This is an optimization exercise on Yosys and OpenROAD, whose aim is a short achievable clock period and few clock cycles, not a production implementation.
The RTL was checked by simulation tests, not by an equivalence proof against the original design.
Power figures rest on the tool's default switching activity, not on a simulated workload.

==> module mux16i, before the edit <==
module mux16i(s,a,b,y);
input         s;
input  [15:0] a, b;
output [15:0] y;
assign y = ~(s ? b : a);
endmodule
==> module ao16i, before the edit <==
module ao16i(sa,sb,c,a,b,y);
input         sa, sb, c;
input  [15:0] a, b;
output [15:0] y;
assign y = ({16{sa}} & ~a) | ({16{sb}} & ~b) | {16{c}};
endmodule
==> module ao16in, before the edit <==
module ao16in(sa,sb,c,a,b,y);
input         sa, sb, c;
input  [15:0] a, b;
output [15:0] y;
assign y = ~(({16{sa}} & ~a) | ({16{sb}} & ~b) | {16{c}});
endmodule
==> module shifter, before the edit <==
module shifter(xl,xr,sl,sr,big,fill,l,r,ln,rn);
input  [15:0] xl, xr;
input  [3:0]  sl, sr;
input         big;
input         fill;
output [15:0] l, r, ln, rn;
wire [15:0] l1n, l2, l3n, r1n, r2, r3n;
mux16i ul1(.s(sl[0]), .a(xl),  .b({xl[14:0], 1'b0}),   .y(l1n));
mux16i ul2(.s(sl[1]), .a(l1n), .b({l1n[13:0], 2'b11}), .y(l2));
mux16i ul3(.s(sl[2]), .a(l2),  .b({l2[11:0], 4'b0}),   .y(l3n));
mux16i ur1(.s(sr[0]), .a(xr),  .b({fill, xr[15:1]}),         .y(r1n));
mux16i ur2(.s(sr[1]), .a(r1n), .b({{2{!fill}}, r1n[15:2]}),  .y(r2));
mux16i ur3(.s(sr[2]), .a(r2),  .b({{4{fill}}, r2[15:4]}),    .y(r3n));
wire la = !sl[3] & !big;
wire lb = sl[3] & !big;
wire ra = !sr[3] & !big;
wire rb = sr[3] & !big;
wire bf = big & fill;
ao16i  ul4 (.sa(la), .sb(lb), .c(1'b0), .a(l3n), .b({l3n[7:0], 8'hff}), .y(l));
ao16in ul4n(.sa(la), .sb(lb), .c(1'b0), .a(l3n), .b({l3n[7:0], 8'hff}), .y(ln));
ao16i  ur4 (.sa(ra), .sb(rb), .c(bf), .a(r3n), .b({{8{!fill}}, r3n[15:8]}), .y(r));
ao16in ur4n(.sa(ra), .sb(rb), .c(bf), .a(r3n), .b({{8{!fill}}, r3n[15:8]}), .y(rn));
endmodule
Settings: LEC_CHECK=0, CAP_MARGIN=20, CORE_MARGIN=2, CORE_UTILIZATION=40, SETUP_SLACK_MARGIN=2.9, SLEW_MARGIN=20, SYNTH_HIERARCHICAL=1; clock period 5.0 ns.
run.sh (not shown) runs the stock make flow with config.mk's settings and CLKGATE_MAP_FILE= SYNTH_SCRIPT=/design/flow/synth_recipe.tcl, a recipe that flattens the netlist after the stock synthesis.
Testbench counts at the start, summed over its fixed seeds: cycles 41,155.
Change:
--- a/flow/design.v
+++ b/flow/design.v
@@ -118,50 +118,44 @@
 pfx17 l3(.g(g2), .p(p2), .gl({g2[12:0], 4'b0}),  .pl({p2[12:0], 4'hf}),  .go(g3), .po(p3));
 pfx17 l4(.g(g3), .p(p3), .gl({g3[8:0], 8'b0}),   .pl({p3[8:0], 8'hff}),  .go(g4), .po(p4));
 xor16  u_s (.a(p), .b(g4[15:0]), .y(sum));
 xnor16 u_sn(.a(p), .b(g4[15:0]), .y(sumn));
 endmodule
-module mux16i(s,a,b,y);
-input         s;
-input  [15:0] a, b;
-output [15:0] y;
-assign y = ~(s ? b : a);
-endmodule
-module ao16i(sa,sb,c,a,b,y);
+module ao16(sa,sb,c,a,b,y);
 input         sa, sb, c;
 input  [15:0] a, b;
 output [15:0] y;
-assign y = ({16{sa}} & ~a) | ({16{sb}} & ~b) | {16{c}};
+assign y = ({16{sa}} & a) | ({16{sb}} & b) | {16{c}};
 endmodule
-module ao16in(sa,sb,c,a,b,y);
+module ao16n(sa,sb,c,a,b,y);
 input         sa, sb, c;
 input  [15:0] a, b;
 output [15:0] y;
-assign y = ~(({16{sa}} & ~a) | ({16{sb}} & ~b) | {16{c}});
+assign y = ~(({16{sa}} & a) | ({16{sb}} & b) | {16{c}});
 endmodule
 module shifter(xl,xr,sl,sr,big,fill,l,r,ln,rn);
 input  [15:0] xl, xr;
 input  [3:0]  sl, sr;
 input         big;
 input         fill;
 output [15:0] l, r, ln, rn;
-wire [15:0] l1n, l2, l3n, r1n, r2, r3n;
-mux16i ul1(.s(sl[0]), .a(xl),  .b({xl[14:0], 1'b0}),   .y(l1n));
-mux16i ul2(.s(sl[1]), .a(l1n), .b({l1n[13:0], 2'b11}), .y(l2));
-mux16i ul3(.s(sl[2]), .a(l2),  .b({l2[11:0], 4'b0}),   .y(l3n));
-mux16i ur1(.s(sr[0]), .a(xr),  .b({fill, xr[15:1]}),         .y(r1n));
-mux16i ur2(.s(sr[1]), .a(r1n), .b({{2{!fill}}, r1n[15:2]}),  .y(r2));
-mux16i ur3(.s(sr[2]), .a(r2),  .b({{4{fill}}, r2[15:4]}),    .y(r3n));
+wire [15:0] l1, l2, l3, r1, r2, r3;
+mux16 ul1(.s(sl[0]), .a(xl), .b({xl[14:0], 1'b0}), .y(l1));
+mux16 ul2(.s(sl[1]), .a(l1), .b({l1[13:0], 2'b0}), .y(l2));
+mux16 ul3(.s(sl[2]), .a(l2), .b({l2[11:0], 4'b0}), .y(l3));
+mux16 ur1(.s(sr[0]), .a(xr), .b({fill, xr[15:1]}),       .y(r1));
+mux16 ur2(.s(sr[1]), .a(r1), .b({{2{fill}}, r1[15:2]}),  .y(r2));
+mux16 ur3(.s(sr[2]), .a(r2), .b({{4{fill}}, r2[15:4]}),  .y(r3));
 wire la = !sl[3] & !big;
 wire lb = sl[3] & !big;
 wire ra = !sr[3] & !big;
 wire rb = sr[3] & !big;
 wire bf = big & fill;
-ao16i  ul4 (.sa(la), .sb(lb), .c(1'b0), .a(l3n), .b({l3n[7:0], 8'hff}), .y(l));
-ao16in ul4n(.sa(la), .sb(lb), .c(1'b0), .a(l3n), .b({l3n[7:0], 8'hff}), .y(ln));
-ao16i  ur4 (.sa(ra), .sb(rb), .c(bf), .a(r3n), .b({{8{!fill}}, r3n[15:8]}), .y(r));
-ao16in ur4n(.sa(ra), .sb(rb), .c(bf), .a(r3n), .b({{8{!fill}}, r3n[15:8]}), .y(rn));
+ao16  ul4 (.sa(la), .sb(lb), .c(1'b0), .a(l3), .b({l3[7:0], 8'b0}), .y(l));
+ao16n ul4n(.sa(la), .sb(lb), .c(1'b0), .a(l3), .b({l3[7:0], 8'b0}), .y(ln));
+ao16  ur4 (.sa(ra), .sb(rb), .c(bf), .a(r3), .b({{8{fill}}, r3[15:8]}), .y(r));
+ao16n ur4n(.sa(ra), .sb(rb), .c(bf), .a(r3), .b({{8{fill}}, r3[15:8]}), .y(rn));
 endmodule
 module alu_module(cin,lsel,sra,a,b,xa,xb,xl,xr,sal,sar,sum,sumn,lg,shl,shr,shln,shrn,big,fill);
 input         cin;
 input  [1:0]  lsel;
 input         sra;
Power falls by 4.2%.
Cell count decreases by about 6%.
Via count came out lower by about 7%.
Design area goes down by 7.1%.
Combinational power goes down by about 5%.
Clock power fell by 5.8%.
Utilization goes down by 3.2 points.
Global-route usage decreases by 2.7 points.
Testbench counts after the change, summed over its fixed seeds: cycles 41,155.

* * *

== old ==
cpu with an RTL version that a note above also has.
For scale: ~2600 cells after synthesis.
==> module ao16, before the edit <==
module ao16(sa,sb,c,a,b,y);
input         sa, sb, c;
input  [15:0] a, b;
output [15:0] y;
assign y = ({16{sa}} & a) | ({16{sb}} & b) | {16{c}};
endmodule
==> module ao16n, before the edit <==
module ao16n(sa,sb,c,a,b,y);
input         sa, sb, c;
input  [15:0] a, b;
output [15:0] y;
assign y = ~(({16{sa}} & a) | ({16{sb}} & b) | {16{c}});
endmodule
==> module shifter, before the edit <==
module shifter(xl,xr,sl,sr,big,fill,l,r,ln,rn);
input  [15:0] xl, xr;
input  [3:0]  sl, sr;
input         big;
input         fill;
output [15:0] l, r, ln, rn;
wire [15:0] l1, l2, l3, r1, r2, r3;
mux16 ul1(.s(sl[0]), .a(xl), .b({xl[14:0], 1'b0}), .y(l1));
mux16 ul2(.s(sl[1]), .a(l1), .b({l1[13:0], 2'b0}), .y(l2));
mux16 ul3(.s(sl[2]), .a(l2), .b({l2[11:0], 4'b0}), .y(l3));
mux16 ur1(.s(sr[0]), .a(xr), .b({fill, xr[15:1]}),       .y(r1));
mux16 ur2(.s(sr[1]), .a(r1), .b({{2{fill}}, r1[15:2]}),  .y(r2));
mux16 ur3(.s(sr[2]), .a(r2), .b({{4{fill}}, r2[15:4]}),  .y(r3));
wire la = !sl[3] & !big;
wire lb = sl[3] & !big;
wire ra = !sr[3] & !big;
wire rb = sr[3] & !big;
wire bf = big & fill;
ao16  ul4 (.sa(la), .sb(lb), .c(1'b0), .a(l3), .b({l3[7:0], 8'b0}), .y(l));
ao16n ul4n(.sa(la), .sb(lb), .c(1'b0), .a(l3), .b({l3[7:0], 8'b0}), .y(ln));
ao16  ur4 (.sa(ra), .sb(rb), .c(bf), .a(r3), .b({{8{fill}}, r3[15:8]}), .y(r));
ao16n ur4n(.sa(ra), .sb(rb), .c(bf), .a(r3), .b({{8{fill}}, r3[15:8]}), .y(rn));
endmodule
clock: 5.0 ns
lec_check: 0
cap_margin: 20
core_margin: 2
core_utilization: 40
setup_slack_margin: 3.1
slew_margin: 20
synth_hierarchical: 1
Testbench counts of old, summed over its fixed seeds: cycles 41,155.
Input-level comparison between new and old:
--- a/flow/design.v
+++ b/flow/design.v
@@ -121,15 +121,21 @@
 xnor16 u_sn(.a(p), .b(g4[15:0]), .y(sumn));
 endmodule
-module ao16(sa,sb,c,a,b,y);
+module mux16i(s,a,b,y);
+input         s;
+input  [15:0] a, b;
+output [15:0] y;
+assign y = ~(s ? b : a);
+endmodule
+module ao16i(sa,sb,c,a,b,y);
 input         sa, sb, c;
 input  [15:0] a, b;
 output [15:0] y;
-assign y = ({16{sa}} & a) | ({16{sb}} & b) | {16{c}};
+assign y = ({16{sa}} & ~a) | ({16{sb}} & ~b) | {16{c}};
 endmodule
-module ao16n(sa,sb,c,a,b,y);
+module ao16in(sa,sb,c,a,b,y);
 input         sa, sb, c;
 input  [15:0] a, b;
 output [15:0] y;
-assign y = ~(({16{sa}} & a) | ({16{sb}} & b) | {16{c}});
+assign y = ~(({16{sa}} & ~a) | ({16{sb}} & ~b) | {16{c}});
 endmodule
 module shifter(xl,xr,sl,sr,big,fill,l,r,ln,rn);
@@ -139,11 +145,11 @@
 input         fill;
 output [15:0] l, r, ln, rn;
-wire [15:0] l1, l2, l3, r1, r2, r3;
-mux16 ul1(.s(sl[0]), .a(xl), .b({xl[14:0], 1'b0}), .y(l1));
-mux16 ul2(.s(sl[1]), .a(l1), .b({l1[13:0], 2'b0}), .y(l2));
-mux16 ul3(.s(sl[2]), .a(l2), .b({l2[11:0], 4'b0}), .y(l3));
-mux16 ur1(.s(sr[0]), .a(xr), .b({fill, xr[15:1]}),       .y(r1));
-mux16 ur2(.s(sr[1]), .a(r1), .b({{2{fill}}, r1[15:2]}),  .y(r2));
-mux16 ur3(.s(sr[2]), .a(r2), .b({{4{fill}}, r2[15:4]}),  .y(r3));
+wire [15:0] l1n, l2, l3n, r1n, r2, r3n;
+mux16i ul1(.s(sl[0]), .a(xl),  .b({xl[14:0], 1'b0}),   .y(l1n));
+mux16i ul2(.s(sl[1]), .a(l1n), .b({l1n[13:0], 2'b11}), .y(l2));
+mux16i ul3(.s(sl[2]), .a(l2),  .b({l2[11:0], 4'b0}),   .y(l3n));
+mux16i ur1(.s(sr[0]), .a(xr),  .b({fill, xr[15:1]}),         .y(r1n));
+mux16i ur2(.s(sr[1]), .a(r1n), .b({{2{!fill}}, r1n[15:2]}),  .y(r2));
+mux16i ur3(.s(sr[2]), .a(r2),  .b({{4{fill}}, r2[15:4]}),    .y(r3n));
 wire la = !sl[3] & !big;
 wire lb = sl[3] & !big;
@@ -151,8 +157,8 @@
 wire rb = sr[3] & !big;
 wire bf = big & fill;
-ao16  ul4 (.sa(la), .sb(lb), .c(1'b0), .a(l3), .b({l3[7:0], 8'b0}), .y(l));
-ao16n ul4n(.sa(la), .sb(lb), .c(1'b0), .a(l3), .b({l3[7:0], 8'b0}), .y(ln));
-ao16  ur4 (.sa(ra), .sb(rb), .c(bf), .a(r3), .b({{8{fill}}, r3[15:8]}), .y(r));
-ao16n ur4n(.sa(ra), .sb(rb), .c(bf), .a(r3), .b({{8{fill}}, r3[15:8]}), .y(rn));
+ao16i  ul4 (.sa(la), .sb(lb), .c(1'b0), .a(l3n), .b({l3n[7:0], 8'hff}), .y(l));
+ao16in ul4n(.sa(la), .sb(lb), .c(1'b0), .a(l3n), .b({l3n[7:0], 8'hff}), .y(ln));
+ao16i  ur4 (.sa(ra), .sb(rb), .c(bf), .a(r3n), .b({{8{!fill}}, r3n[15:8]}), .y(r));
+ao16in ur4n(.sa(ra), .sb(rb), .c(bf), .a(r3n), .b({{8{!fill}}, r3n[15:8]}), .y(rn));
 endmodule
 module alu_module(cin,lsel,sra,a,b,xa,xb,xl,xr,sal,sar,sum,sumn,lg,shl,shr,shln,shrn,big,fill);
Findings:
new | stages: all done | timing, DRC, antenna: all pass
old → new: cell count went up 256; number of gates resized after CTS went up about 50%.
Summary of new over old: switching share of total power up 0.38 points, clock-buffer cell count now smaller, setup slack of the critical path after layout grew by 0.040 ns, cell area after synthesis went up about 0.5%, first-iteration DRC count increased 513.
Going from old to new, the first-pass GRT wire length was found to have gone up by 10%.
Smallest hold slack of new is on par with old.
new vs old: number of buffers added for setup after CTS up
Required time of the worst setup path across old and new: no real change.
Testbench counts of new, summed over its fixed seeds: cycles 41,155.

==> separate check: timing with driven ports <==
The results above use ideal ports. As a check the final layouts listed here were re-extracted and re-timed, cells and wires unchanged. Step 1 assumes that a clkbuf_16 drives the clock port and a buf_2 every other input. Step 2 moves the port delays by t, midway between the first and last clock arrival at a register: inputs arrive t later, outputs are due t later. That takes back most of the time a late clock gives input paths. Slacks: no drivers / after step 1 / after step 2; pairs: no drivers / after step 1.
run	shift t [ns]	setup slack, ns	worst hold slack (ns)
the first run of note 1	0.655	2.522 / 2.408 / 1.753	0.374 / 0.374 / 0.374
the second run of note 1	0.651	2.557 / 2.530 / 1.879	0.359 / 0.359 / 0.359
old	0.651	2.520 / 2.520 / 1.883	0.361 / 0.361 / 0.361
new	0.665	2.560 / 2.494 / 1.828	0.360 / 0.316 / 0.379
After both steps every run listed still meets setup and hold. For the first run of note 1, which loses most, drivers alone change the setup slack by -0.114 ns; drivers and shift together by -0.769 ns.
